Source: an optimization exercise on an open RTL-to-GDS flow (aim: small area, a short achievable clock period and few clock cycles per item). Production flows keep margins and buffers that such runs may drop. The RTL was checked by simulation tests, not by an equivalence proof against the original design.

## v15
Design division, start of the top module:
module division(input clk, input rst, input start, input [31:0] dividendo, divisor,
                output [31:0] cociente, residuo, output done);
reg [15:0] rem;       
reg [16:0] dv;        
reg [15:0] quo;       
reg [2:0]  cnt;       
reg        busy, done_r;
function [4:0] lzc16(input [15:0] v);
  integer k;
  reg found;
  begin
    lzc16 = 5'd16;
    found = 1'b0;
    for (k = 15; k >= 0; k = k - 1)
      if (!found && v[k]) begin
        lzc16 = 5'd15 - k[4:0];
        found = 1'b1;
      end
  end
endfunction
wire [15:0] n_in = dividendo[15:0];
wire [15:0] d_in = divisor[15:0];
wire [4:0]  lzn  = lzc16(n_in);
wire [4:0]  lzd  = lzc16(d_in);
wire [5:0]  diff = {1'b0, lzd} - {1'b0, lzn};         
wire [4:0]  jr   = {1'b0, diff[3:0]} + 5'd1;
wire [3:0]  jh   = lzd[4] ? 4'd8 : (diff[5] ? 4'd0 : jr[4:1]);   
wire [16:0] dv0  = {1'b0, d_in} << {jh, 1'b0};
wire        ge1 = ~dv[16] && (rem >= dv[15:0]);
wire [15:0] r1  = ge1 ? rem - dv[15:0] : rem;
wire        ge2 = (r1 >= dv[16:1]);
wire [15:0] r2  = ge2 ? r1 - dv[16:1] : r1;
always @(posedge clk) begin
  done_r <= 1'b0;
  if (rst) begin
    busy <= 1'b0;
  end else if (!busy) begin
    if (start) begin
      if (jh == 4'd0)
        done_r <= 1'b1;
      else
        busy <= 1'b1;
    end
  end else if (cnt == 3'd0) begin
    busy   <= 1'b0;
    done_r <= 1'b1;
  end
end
always @(posedge clk) begin
  if (!busy) begin
    rem <= n_in;
    dv  <= dv0;
    quo <= 16'd0;
    cnt <= jh[2:0] - 3'd1;
  end else begin
    rem <= r2;
    dv  <= {2'b0, dv[16:2]};
    quo <= {quo[13:0], ge1, ge2};
  ...
Size: ~130 I/O pins, ~5000 um^2 of cells after synthesis.
export LEC_CHECK = 0
export CAP_MARGIN = 20
export CORE_MARGIN = 2
export CORE_UTILIZATION = 40
export PLACE_DENSITY = 0.6
export SETUP_SLACK_MARGIN = 5
export SLEW_MARGIN = 20
create_clock -name core_clock -period 10.0 [get_ports {clk}]
standard.sh (not shown) runs the stock make flow with config.mk's settings and CLKGATE_MAP_FILE= SYNTH_SCRIPT=/design/flow/synth_recipe.tcl, a recipe that flattens the netlist after the stock synthesis.
==> flow/flow/run.sh <==
#!/bin/bash
# Standard layout with smaller port buffers and a tighter repair target.
bash standard.sh SETUP_SLACK_MARGIN=4 "BUFFER_PORTS_ARGS=-buffer_cell sky130_fd_sc_hd__buf_1"  finish > standard.log 2>&1
v15 completed end to end with timing, DRC and antenna clean.
Testbench counts of v15, summed over its fixed seeds: cycles 12,906, items 4,000.
[inputs] v17 vs v15
==> flow/flow/run.sh <==
#!/bin/bash
# Standard layout with smaller port buffers and a tighter repair target.
bash standard.sh SETUP_SLACK_MARGIN=4 "BUFFER_PORTS_ARGS=-buffer_cell sky130_fd_sc_hd__buf_1" ABC_AREA=1 ADDER_MAP_FILE= finish > standard.log 2>&1
Results
- Changes observed in v17 relative to v15: peak fanout along the critical path rose 20, global-route usage rose 2.0 points.
- v17 reports a higher number of multi-input combinational cells than v15 does.
- Compared with v15, v17 degrades routed wire length.
- Relative to v15, sequential share of layout area decreased by 1.6 points in v17.
The following lists how v49 was set up differently from v17:
==> flow/flow/run.sh <==
#!/bin/bash
# Standard layout with smaller port buffers and a tighter repair target.
bash standard.sh SETUP_SLACK_MARGIN=5 "BUFFER_PORTS_ARGS=-buffer_cell sky130_fd_sc_hd__buf_1" ADDER_MAP_FILE= finish > standard.log 2>&1
Notes after the runs:
Re adder and majority cell fraction of the synthesized area: v49 and v17 aren't equal, and the lower value belongs to v17.
v49: total of plain and repair buffers excluding clock buffers is 94% higher than what v17 reported.
v49 has biggest fanout along the worst timing path below what v17 had.
v49 vs v17: critical path depth down in v49
Looking at startpoint of the worst setup timing path, the divisor[15] result is from v17; the rem[3] one comes from v49.
Between v17 and v49, the flow reports routed length per placed instance increasing by more than a quarter.
Going from v17 to v49, clock skew shrinks by 0.0033 ns.
Re total cell area at the placement stage: v49 is about 4% down on v17.
[v49 vs v17] worst hold path stage count: lower in v49
Routed wire length up 1.7% in v49 wrt v17


Another version of the RTL of division (not shown whole).
For scale: ~910 cells after synthesis, about 130 I/O pins, roughly 5500 µm² of cells after synthesis.
Settings: LEC_CHECK=0, CAP_MARGIN=20, CORE_MARGIN=2, CORE_UTILIZATION=40, PLACE_DENSITY=0.6, SLEW_MARGIN=20; clock period 10.0 ns.
==> flow/flow/run.sh <==
#!/bin/bash
# The standard layout (standard.sh) with these changes to how it is made:
# - synthesis keeps the three combinational modules apart until ABC maps
#   them, and ABC maps each module with its own delay-targeted,
#   area-recovering script (flow/abc_*.script: normalisation 1500 ps, first
#   step 1000 ps, second step 1800 ps, top 2500 ps), without the adder cell
#   step; the netlist is then flattened as in the standard synthesis;
# - ports are buffered with the smallest buffer;
# - repair_timing aims at setup margin 4 ns.
# Each ORFS step keeps its own log under orfs/logs; make's output goes to standard.log.
set -euo pipefail
F=$(pwd)/flow
bash standard.sh SETUP_SLACK_MARGIN=4 "BUFFER_PORTS_ARGS=-buffer_cell sky130_fd_sc_hd__buf_1" ADDER_MAP_FILE= \
  SYNTH_SCRIPT=$F/synth_mod.tcl "SYNTH_KEEP_MODULES=division_norm division_step1 division_step2" \
  "ABC_MODULES=division division_norm division_step1 division_step2" \
  CUSTOM_ABC_SCRIPT=$F/abc_top.script ABC_SCRIPT_division_norm=$F/abc_norm.script \
  ABC_SCRIPT_division_step1=$F/abc_step1.script ABC_SCRIPT_division_step2=$F/abc_step2.script \
   finish > standard.log 2>&1
==> flow/flow/abc_norm.script <==
strash
dch
map -D 1500
topo
stime -c
buffer -c
upsize -c -D 1500
dnsize -c -D 1500
==> flow/flow/abc_step1.script <==
strash
dch
map -D 1000
topo
stime -c
buffer -c
upsize -c -D 1000
dnsize -c -D 1000
==> flow/flow/abc_step2.script <==
strash
dch
map -D 1800
topo
stime -c
buffer -c
upsize -c -D 1800
dnsize -c -D 1800
==> flow/flow/abc_top.script <==
strash
dch
map -D 2500
topo
stime -c
buffer -c
upsize -c -D 2500
dnsize -c -D 2500
==> flow/flow/synth_mod.tcl <==
# The standard flow's synthesis script (ORFS synthesis without the fsm and share passes,
# flattened, function nets renamed).  ABC maps each module of ABC_MODULES
# (the top and the combinational modules kept by SYNTH_KEEP_MODULES) with its
# own delay-targeted script: ABC_SCRIPT_<module> if set, else CUSTOM_ABC_SCRIPT.
proc synth {args} { yosys synth -nofsm -noshare {*}$args }
proc abc {args} {
  set i [lsearch -exact $args -script]
  foreach m $::env(ABC_MODULES) {
    set key ABC_SCRIPT_$m
    set s $::env(CUSTOM_ABC_SCRIPT)
    if { [info exists ::env($key)] } { set s $::env($key) }
    set a [lreplace $args [expr {$i + 1}] [expr {$i + 1}] $s]
    yosys abc {*}$a $m
  }
}
source $::env(SCRIPTS_DIR)/synth.tcl
# left out here: clear keep_hierarchy, flatten, clean up, hide names made inside functions, write 1_2_yosys.v
The starting point completed with no timing, DRC or antenna violations.
Testbench counts at the start, summed over its fixed seeds: cycles 12,906, items 4,000.
Edit:
--- a/flow/flow/run.sh
+++ b/flow/flow/run.sh
@@ -6 +6 @@
-#   step 1000 ps, second step 1800 ps, top 2500 ps), without the adder cell
+#   step 1100 ps, second step 1800 ps, top 2500 ps), without the adder cell
@@ -9 +9 @@
-# - repair_timing aims at setup margin 4 ns.
+# - repair_timing aims at setup margin 5.6 ns.
@@ -13 +13 @@
-bash standard.sh SETUP_SLACK_MARGIN=4 "BUFFER_PORTS_ARGS=-buffer_cell sky130_fd_sc_hd__buf_1" ADDER_MAP_FILE= \
+bash standard.sh SETUP_SLACK_MARGIN=5.6 "BUFFER_PORTS_ARGS=-buffer_cell sky130_fd_sc_hd__buf_1" ADDER_MAP_FILE= \
@@ -18 +18 @@
-   finish > standard.log 2>&1
+  CORE_UTILIZATION=60 PLACE_DENSITY=0.75 finish > standard.log 2>&1
==> flow/flow/abc_step1.script (replaced) <==
strash
dch
map -D 1100
topo
stime -c
buffer -c
upsize -c -D 1100
dnsize -c -D 1100
Effect: Area after synthesis shrinks by 5.2%.
Edit:
--- a/flow/flow/run.sh
+++ b/flow/flow/run.sh
@@ -9 +9 @@
-# - repair_timing aims at setup margin 5.6 ns.
+# - repair_timing aims at setup margin 5.45 ns.
@@ -13 +13 @@
-bash standard.sh SETUP_SLACK_MARGIN=5.6 "BUFFER_PORTS_ARGS=-buffer_cell sky130_fd_sc_hd__buf_1" ADDER_MAP_FILE= \
+bash standard.sh SETUP_SLACK_MARGIN=5.45 "BUFFER_PORTS_ARGS=-buffer_cell sky130_fd_sc_hd__buf_1" ADDER_MAP_FILE= \
@@ -18 +18 @@
-  CORE_UTILIZATION=60 PLACE_DENSITY=0.75 finish > standard.log 2>&1
+   finish > standard.log 2>&1
Via count decreases by 6.1%.
Design area decreases by 0.38%.
Die area rose by 48%.
Area after synthesis is unchanged.
Final cell count rises by 6.3%.
Flip-flop and latch count does not change.
Hold slack hardly moves.


Another version of the RTL of division (not shown whole).
Size in the first run: about 820 cells after synthesis, ~50 flip-flops, ~130 I/O pins, about 0.0051 mm2 of cells after synthesis.
## division
module division(input clk, input rst, input start, input [31:0] dividendo, divisor,
                output [31:0] cociente, residuo, output done);
==> flow/config.mk <==
export PLATFORM = sky130hd
export DESIGN_NAME = division
export DESIGN_NICKNAME = division
export VERILOG_FILES = /design/flow/design.v
export SDC_FILE = /design/flow/constraint.sdc
export NUM_CORES = 4
export LEC_CHECK = 0
export CAP_MARGIN = 20
export CORE_MARGIN = 2
export CORE_UTILIZATION = 40
export PLACE_DENSITY = 0.6
export SLEW_MARGIN = 20
==> flow/constraint.sdc <==
create_clock -name core_clock -period 10.0 [get_ports {clk}]
set_input_delay 2.0000 -clock core_clock [delete_from_list [all_inputs] [get_ports {clk}]]
set_output_delay 2.0000 -clock core_clock [all_outputs]
set_load 0.01 [all_outputs]
==> flow/flow/run.sh <==
#!/bin/bash
# The standard layout (standard.sh) with these changes to how it is made:
# - synthesis keeps the three combinational modules apart until ABC maps
#   them, and ABC maps each module with its own delay-targeted,
#   area-recovering script (flow/abc_*.script: normalisation 1500 ps, first
#   step 1100 ps, second step 2200 ps, top 3000 ps), without the adder cell
#   step; the netlist is then flattened as in the standard synthesis;
# - ports are buffered with the smallest buffer;
# - repair_timing aims at setup margin 5.5 ns.
# Each ORFS step keeps its own log under orfs/logs; make's output goes to standard.log.
set -euo pipefail
F=$(pwd)/flow
bash standard.sh SETUP_SLACK_MARGIN=5.5 "BUFFER_PORTS_ARGS=-buffer_cell sky130_fd_sc_hd__buf_1" ADDER_MAP_FILE= \
  SYNTH_SCRIPT=$F/synth_mod.tcl "SYNTH_KEEP_MODULES=division_norm division_step1 division_step2" \
  "ABC_MODULES=division division_norm division_step1 division_step2" \
  CUSTOM_ABC_SCRIPT=$F/abc_top.script ABC_SCRIPT_division_norm=$F/abc_norm.script \
  ABC_SCRIPT_division_step1=$F/abc_step1.script ABC_SCRIPT_division_step2=$F/abc_step2.script \
   finish > standard.log 2>&1
==> flow/flow/abc_step1.script <==
strash
dch
map -D 1100
topo
stime -c
buffer -c
upsize -c -D 1100
dnsize -c -D 1100
==> flow/flow/abc_step2.script <==
strash
dch
map -D 2200
topo
stime -c
buffer -c
upsize -c -D 2200
dnsize -c -D 2200
==> flow/flow/abc_top.script <==
strash
dch
map -D 3000
topo
stime -c
buffer -c
upsize -c -D 3000
dnsize -c -D 3000
Scripts as last shown in full above: flow/flow/abc_norm.script, flow/flow/synth_mod.tcl
Testbench counts at the start, summed over its fixed seeds: cycles 12,906, items 4,000.
Rerun with:
--- a/flow/flow/run.sh
+++ b/flow/flow/run.sh
@@ -6 +6 @@
-#   step 1100 ps, second step 2200 ps, top 3000 ps), without the adder cell
+#   step 1100 ps, second step 1800 ps, top 2500 ps), without the adder cell
@@ -9 +9 @@
-# - repair_timing aims at setup margin 5.5 ns.
+# - repair_timing aims at setup margin 5.7 ns.
@@ -13 +13 @@
-bash standard.sh SETUP_SLACK_MARGIN=5.5 "BUFFER_PORTS_ARGS=-buffer_cell sky130_fd_sc_hd__buf_1" ADDER_MAP_FILE= \
+bash standard.sh SETUP_SLACK_MARGIN=5.7 "BUFFER_PORTS_ARGS=-buffer_cell sky130_fd_sc_hd__buf_1" ADDER_MAP_FILE= \
==> flow/flow/abc_step2.script (replaced) <==
strash
dch
map -D 1800
topo
stime -c
buffer -c
upsize -c -D 1800
dnsize -c -D 1800
==> flow/flow/abc_top.script (replaced) <==
strash
dch
map -D 2500
topo
stime -c
buffer -c
upsize -c -D 2500
dnsize -c -D 2500
Via count rose by a few percent; non-clock buffer count increases by 21; first-iteration DRC count came out higher by roughly a tenth; die area came out higher slightly; sequential share of layout area shrinks by 0.73 points.
Rerun with:
--- a/flow/flow/run.sh
+++ b/flow/flow/run.sh
@@ -9 +9 @@
-# - repair_timing aims at setup margin 5.7 ns.
+# - repair_timing aims at setup margin 5.5 ns.
@@ -13 +13 @@
-bash standard.sh SETUP_SLACK_MARGIN=5.7 "BUFFER_PORTS_ARGS=-buffer_cell sky130_fd_sc_hd__buf_1" ADDER_MAP_FILE= \
+bash standard.sh SETUP_SLACK_MARGIN=5.5 "BUFFER_PORTS_ARGS=-buffer_cell sky130_fd_sc_hd__buf_1" ADDER_MAP_FILE= \
==> flow/flow/abc_norm.script (replaced) <==
strash
dch
map -D 1500
topo
stime -c
upsize -c -D 1500
dnsize -c -D 1500
==> flow/flow/abc_step1.script (replaced) <==
strash
dch
map -D 1100
topo
stime -c
upsize -c -D 1100
dnsize -c -D 1100
==> flow/flow/abc_step2.script (replaced) <==
strash
dch
map -D 1800
topo
stime -c
upsize -c -D 1800
dnsize -c -D 1800
==> flow/flow/abc_top.script (replaced) <==
strash
dch
map -D 2500
topo
stime -c
upsize -c -D 2500
dnsize -c -D 2500
Hold slack loses 7.1 ps; routed wire length came out lower by a few percent; final area came out lower by a little under a tenth; setup slack loses 120 ps; core utilization came out lower by 2.1 points; critical path depth came out higher by 1.


The RTL this note starts from:
==> flow/design.v <==
module division(input clk, input rst, input start, input [31:0] dividendo, divisor,
                output [31:0] cociente, residuo, output done);
reg [15:0] rem;       
reg [16:0] dv;        
reg [15:0] quo;       
reg        busy, done_r;
wire [16:0] dv0;
wire [8:0]  sel;
division_norm u_norm(.n_in(dividendo[15:0]), .d_in(divisor[15:0]),
                     .dv0(dv0), .sel(sel));
wire        imm = sel[0];
wire [15:0] mark;
genvar t;
generate for (t = 0; t < 8; t = t + 1) begin : g_mark
  assign mark[15 - 2*t] = 1'b0;
  assign mark[14 - 2*t] = sel[t + 1];
end endgenerate
wire        ge1, ge2;
wire [15:0] r1, r2;
division_step1 u_s1(.rem(rem), .dv(dv), .ge(ge1), .r(r1));
division_step2 u_s2(.rem(r1), .dv(dv[16:1]), .ge(ge2), .r(r2));
always @(posedge clk) begin
  done_r <= 1'b0;
  if (rst) begin
    busy <= 1'b0;
  end else if (!busy) begin
    if (start) begin
      if (imm)
        done_r <= 1'b1;
      else
        busy <= 1'b1;
    end
  end else if (quo[14]) begin
    busy   <= 1'b0;
    done_r <= 1'b1;
  end
end
always @(posedge clk) begin
  if (!busy) begin
    rem <= dividendo[15:0];
    dv  <= dv0;
    quo <= mark;
  end else begin
    rem <= r2;
    dv  <= {2'b0, dv[16:2]};
    quo <= {quo[13:0], ge1, ge2};
  end
end
assign cociente = {16'd0, quo[14:0], ge1};
assign residuo  = {17'd0, r1[14:0]};
assign done     = done_r;
endmodule
module division_norm(input [15:0] n_in, d_in, output reg [16:0] dv0,
                     output [8:0] sel);
wire [16:0] m2;
assign m2[0] = 1'b1;
genvar i, t;
generate for (i = 1; i < 17; i = i + 1) begin : g_m2
  assign m2[i] = |n_in[15:i-1];
end endgenerate
wire [9:0] tt;
assign tt[0] = 1'b1;
assign tt[9] = 1'b0;
generate for (t = 1; t < 9; t = t + 1) begin : g_tt
  wire [32:0] sd = {17'd0, d_in} << (2 * t);
  assign tt[t] = ~|(sd & ~{16'd0, m2});
end endgenerate
assign sel = tt[8:0] & ~tt[9:1];
integer k;
always @* begin
  dv0 = 17'd0;
  for (k = 0; k < 9; k = k + 1)
    dv0 = dv0 | ({17{sel[k]}} & ({1'b0, d_in} << (2 * k)));
end
endmodule
module division_step1(input [15:0] rem, input [16:0] dv, output ge, output [15:0] r);
assign ge = ~dv[16] && (rem >= dv[15:0]);
assign r  = ge ? rem - dv[15:0] : rem;
endmodule
module division_step2(input [15:0] rem, input [15:0] dv, output ge, output [15:0] r);
assign ge = rem >= dv;
assign r  = ge ? rem - dv : rem;
endmodule
export LEC_CHECK = 0
export CAP_MARGIN = 20
export CORE_MARGIN = 2
export CORE_UTILIZATION = 40
export PLACE_DENSITY = 0.6
export SLEW_MARGIN = 20
create_clock -name core_clock -period 10.0 [get_ports {clk}]
==> flow/flow/run.sh <==
#!/bin/bash
# The standard layout (standard.sh) with these changes to how it is made:
# - synthesis keeps the three combinational modules apart until ABC maps
#   them, and ABC maps each module with its own delay-targeted,
#   area-recovering script (flow/abc_*.script: normalisation 1500 ps, first
#   step 1100 ps, second step 1800 ps, top 2500 ps), without the adder cell
#   step; the netlist is then flattened as in the standard synthesis;
# - ports are buffered with the smallest buffer;
# - repair_timing aims at setup margin 5.8 ns.
# Each ORFS step keeps its own log under orfs/logs; make's output goes to standard.log.
set -euo pipefail
F=$(pwd)/flow
bash standard.sh SETUP_SLACK_MARGIN=5.8 "BUFFER_PORTS_ARGS=-buffer_cell sky130_fd_sc_hd__buf_1" ADDER_MAP_FILE= \
  SYNTH_SCRIPT=$F/synth_mod.tcl "SYNTH_KEEP_MODULES=division_norm division_step1 division_step2" \
  "ABC_MODULES=division division_norm division_step1 division_step2" \
  CUSTOM_ABC_SCRIPT=$F/abc_top.script ABC_SCRIPT_division_norm=$F/abc_norm.script \
  ABC_SCRIPT_division_step1=$F/abc_step1.script ABC_SCRIPT_division_step2=$F/abc_step2.script \
   finish > standard.log 2>&1
==> flow/flow/abc_norm.script <==
strash
dch
map -D 1500
topo
stime -c
buffer -c
upsize -c -D 1500
dnsize -c -D 1500
==> flow/flow/abc_step1.script <==
strash
dch
map -D 1100
topo
stime -c
buffer -c
upsize -c -D 1100
dnsize -c -D 1100
==> flow/flow/abc_step2.script <==
strash
dch
map -D 1800
topo
stime -c
buffer -c
upsize -c -D 1800
dnsize -c -D 1800
==> flow/flow/abc_top.script <==
strash
dch
map -D 2500
topo
stime -c
buffer -c
upsize -c -D 2500
dnsize -c -D 2500
Scripts as last shown in full above: flow/flow/synth_mod.tcl
Testbench counts at the start, summed over its fixed seeds: cycles 12,906, items 4,000.
Next try:
--- a/flow/flow/run.sh
+++ b/flow/flow/run.sh
@@ -7,12 +7,12 @@
 #   step; the netlist is then flattened as in the standard synthesis;
 # - ports are buffered with the smallest buffer;
-# - repair_timing aims at setup margin 5.8 ns.
+# - repair_timing aims at setup margin 4 ns.
 # Each ORFS step keeps its own log under orfs/logs; make's output goes to standard.log.
 set -euo pipefail
 F=$(pwd)/flow
-bash standard.sh SETUP_SLACK_MARGIN=5.8 "BUFFER_PORTS_ARGS=-buffer_cell sky130_fd_sc_hd__buf_1" ADDER_MAP_FILE= \
+bash standard.sh SETUP_SLACK_MARGIN=4 "BUFFER_PORTS_ARGS=-buffer_cell sky130_fd_sc_hd__buf_1" ADDER_MAP_FILE= \
   SYNTH_SCRIPT=$F/synth_mod.tcl "SYNTH_KEEP_MODULES=division_norm division_step1 division_step2" \
   "ABC_MODULES=division division_norm division_step1 division_step2" \
   CUSTOM_ABC_SCRIPT=$F/abc_top.script ABC_SCRIPT_division_norm=$F/abc_norm.script \
   ABC_SCRIPT_division_step1=$F/abc_step1.script ABC_SCRIPT_division_step2=$F/abc_step2.script \
-   finish > standard.log 2>&1
+  CORE_UTILIZATION=60 PLACE_DENSITY=0.75 finish > standard.log 2>&1
What happened: The changed run produced a clean layout; setup slack degrades by 0.40 ns; synthesized cell count is unchanged; final cell count went down by 8.5%; via count stays flat; final area is lower by 11%; die area shrinks by about 32%.
Next try:
--- a/flow/flow/run.sh
+++ b/flow/flow/run.sh
@@ -7,12 +7,12 @@
 #   step; the netlist is then flattened as in the standard synthesis;
 # - ports are buffered with the smallest buffer;
-# - repair_timing aims at setup margin 4 ns.
+# - repair_timing aims at setup margin 6 ns.
 # Each ORFS step keeps its own log under orfs/logs; make's output goes to standard.log.
 set -euo pipefail
 F=$(pwd)/flow
-bash standard.sh SETUP_SLACK_MARGIN=4 "BUFFER_PORTS_ARGS=-buffer_cell sky130_fd_sc_hd__buf_1" ADDER_MAP_FILE= \
+bash standard.sh SETUP_SLACK_MARGIN=6 "BUFFER_PORTS_ARGS=-buffer_cell sky130_fd_sc_hd__buf_1" ADDER_MAP_FILE= \
   SYNTH_SCRIPT=$F/synth_mod.tcl "SYNTH_KEEP_MODULES=division_norm division_step1 division_step2" \
   "ABC_MODULES=division division_norm division_step1 division_step2" \
   CUSTOM_ABC_SCRIPT=$F/abc_top.script ABC_SCRIPT_division_norm=$F/abc_norm.script \
   ABC_SCRIPT_division_step1=$F/abc_step1.script ABC_SCRIPT_division_step2=$F/abc_step2.script \
-  CORE_UTILIZATION=60 PLACE_DENSITY=0.75 finish > standard.log 2>&1
+   finish > standard.log 2>&1
The changed run completed without violations; core utilization came out lower by 13 points; synthesized cell count stays the same; clock skew hardly moves; final area came out higher by 22%; clock-buffer cell count is unchanged.
Next try:
--- a/flow/flow/run.sh
+++ b/flow/flow/run.sh
@@ -7,9 +7,9 @@
 #   step; the netlist is then flattened as in the standard synthesis;
 # - ports are buffered with the smallest buffer;
-# - repair_timing aims at setup margin 6 ns.
+# - repair_timing aims at setup margin 5.3 ns.
 # Each ORFS step keeps its own log under orfs/logs; make's output goes to standard.log.
 set -euo pipefail
 F=$(pwd)/flow
-bash standard.sh SETUP_SLACK_MARGIN=6 "BUFFER_PORTS_ARGS=-buffer_cell sky130_fd_sc_hd__buf_1" ADDER_MAP_FILE= \
+bash standard.sh SETUP_SLACK_MARGIN=5.3 "BUFFER_PORTS_ARGS=-buffer_cell sky130_fd_sc_hd__buf_1" ADDER_MAP_FILE= \
   SYNTH_SCRIPT=$F/synth_mod.tcl "SYNTH_KEEP_MODULES=division_norm division_step1 division_step2" \
   "ABC_MODULES=division division_norm division_step1 division_step2" \
Flip-flop and latch count does not change.
Count of clock-buffer cells in the layout does not change.
Worst hold slack stays flat.
Global-route usage went down by 1.5 points.
Routed wire length went down by 8.5%.
Cell area went down by 16%.
Via count went down by 6.1%.
Synthesized area does not change.
Worst setup slack loses 0.24 ns.
Next try:
--- a/flow/flow/run.sh
+++ b/flow/flow/run.sh
@@ -4,12 +4,12 @@
 #   them, and ABC maps each module with its own delay-targeted,
 #   area-recovering script (flow/abc_*.script: normalisation 1500 ps, first
-#   step 1100 ps, second step 1800 ps, top 2500 ps), without the adder cell
+#   step 1200 ps, second step 1800 ps, top 2500 ps), without the adder cell
 #   step; the netlist is then flattened as in the standard synthesis;
 # - ports are buffered with the smallest buffer;
-# - repair_timing aims at setup margin 5.3 ns.
+# - repair_timing aims at setup margin 4 ns.
 # Each ORFS step keeps its own log under orfs/logs; make's output goes to standard.log.
 set -euo pipefail
 F=$(pwd)/flow
-bash standard.sh SETUP_SLACK_MARGIN=5.3 "BUFFER_PORTS_ARGS=-buffer_cell sky130_fd_sc_hd__buf_1" ADDER_MAP_FILE= \
+bash standard.sh SETUP_SLACK_MARGIN=4 "BUFFER_PORTS_ARGS=-buffer_cell sky130_fd_sc_hd__buf_1" ADDER_MAP_FILE= \
   SYNTH_SCRIPT=$F/synth_mod.tcl "SYNTH_KEEP_MODULES=division_norm division_step1 division_step2" \
   "ABC_MODULES=division division_norm division_step1 division_step2" \
==> flow/flow/abc_step1.script (replaced) <==
strash
dch
map -D 1200
topo
stime -c
buffer -c
upsize -c -D 1200
dnsize -c -D 1200
- SETUP_SLACK_MARGIN: default -> 4
Outcome: Die area drops slightly; synthesized area drops slightly; non-clock buffer count stays the same; clock skew drops by 0.0039 ns; via count drops by a few percent; routed wire length drops by a few percent; global-route usage climbs by 0.63 points.
Next try:
--- a/flow/flow/run.sh
+++ b/flow/flow/run.sh
@@ -4,5 +4,5 @@
 #   them, and ABC maps each module with its own delay-targeted,
 #   area-recovering script (flow/abc_*.script: normalisation 1500 ps, first
-#   step 1200 ps, second step 1800 ps, top 2500 ps), without the adder cell
+#   step 1100 ps, second step 1800 ps, top 2500 ps), without the adder cell
 #   step; the netlist is then flattened as in the standard synthesis;
 # - ports are buffered with the smallest buffer;
==> flow/flow/abc_step1.script (replaced) <==
strash
dch
map -D 1100
topo
stime -c
buffer -c
upsize -c -D 1100
dnsize -c -D 1100
Effect: Setup slack gains 0.23 ns. Routed wire length rises by 2.3%. Global-route usage is lower by 0.63 points. Flip-flop and latch count is unchanged. Critical path depth falls by 2. Design area goes up by 0.52%. Count of clock-buffer cells in the layout does not change. Final cell count went up by 0.92%. Clock skew came out higher by 0.0040 ns.

==> static timing again, ports no longer ideal <==
The flow's constraints put no driver on any port. The routed layouts listed below were extracted and timed again, unchanged, in two steps.
Step 1: set_driving_cell puts a clkbuf_16 on clk and a buf_2 on each other input, an assumption about the parent block.
Step 2 adds t to the input delays and takes it off the output delays; t is the mean of the earliest and latest rising clock arrival at the registers after step 1. Input paths then give back, and output paths get back, about the clock's delay inside the block.
a / b / c = ideal ports / drivers / drivers and shift; a / b = the first two.
run	t, ns	setup slack, ns	hold slack, ns
v15	0.330	4.324 / 4.342 / 4.012	0.456 / 0.456 / 0.456
v17	0.331	4.790 / 4.803 / 4.472	0.431 / 0.431 / 0.431
v49	0.338	4.757 / 4.720 / 4.767	0.462 / 0.462 / 0.462
the first run of note 2	0.333	5.240 / 5.202 / 5.250	0.420 / 0.420 / 0.420
the second run of note 2	0.329	5.635 / 5.603 / 5.423	0.420 / 0.420 / 0.420
the third run of note 2	0.328	5.575 / 5.540 / 5.415	0.419 / 0.419 / 0.419
the first run of note 3	0.321	5.566 / 5.532 / 5.321	0.422 / 0.422 / 0.422
the second run of note 3	0.330	5.727 / 5.688 / 5.486	0.418 / 0.418 / 0.418
the third run of note 3	0.331	5.611 / 5.571 / 5.301	0.411 / 0.411 / 0.411
the first run of note 4	0.327	5.742 / 5.707 / 5.657	0.419 / 0.419 / 0.419
the second run of note 4	0.331	5.340 / 5.308 / 5.340	0.418 / 0.418 / 0.418
the third run of note 4	0.329	5.749 / 5.714 / 5.686	0.419 / 0.419 / 0.419
the fourth run of note 4	0.329	5.513 / 5.505 / 5.196	0.419 / 0.419 / 0.419
the fifth run of note 4	0.332	5.109 / 5.071 / 5.231	0.417 / 0.417 / 0.417
the sixth run of note 4	0.328	5.343 / 5.309 / 5.192	0.419 / 0.419 / 0.419
After both steps every run listed still meets setup and hold. The setup slack of v17, which loses most, moves by +0.013 ns with the drivers and by -0.318 ns with both steps.
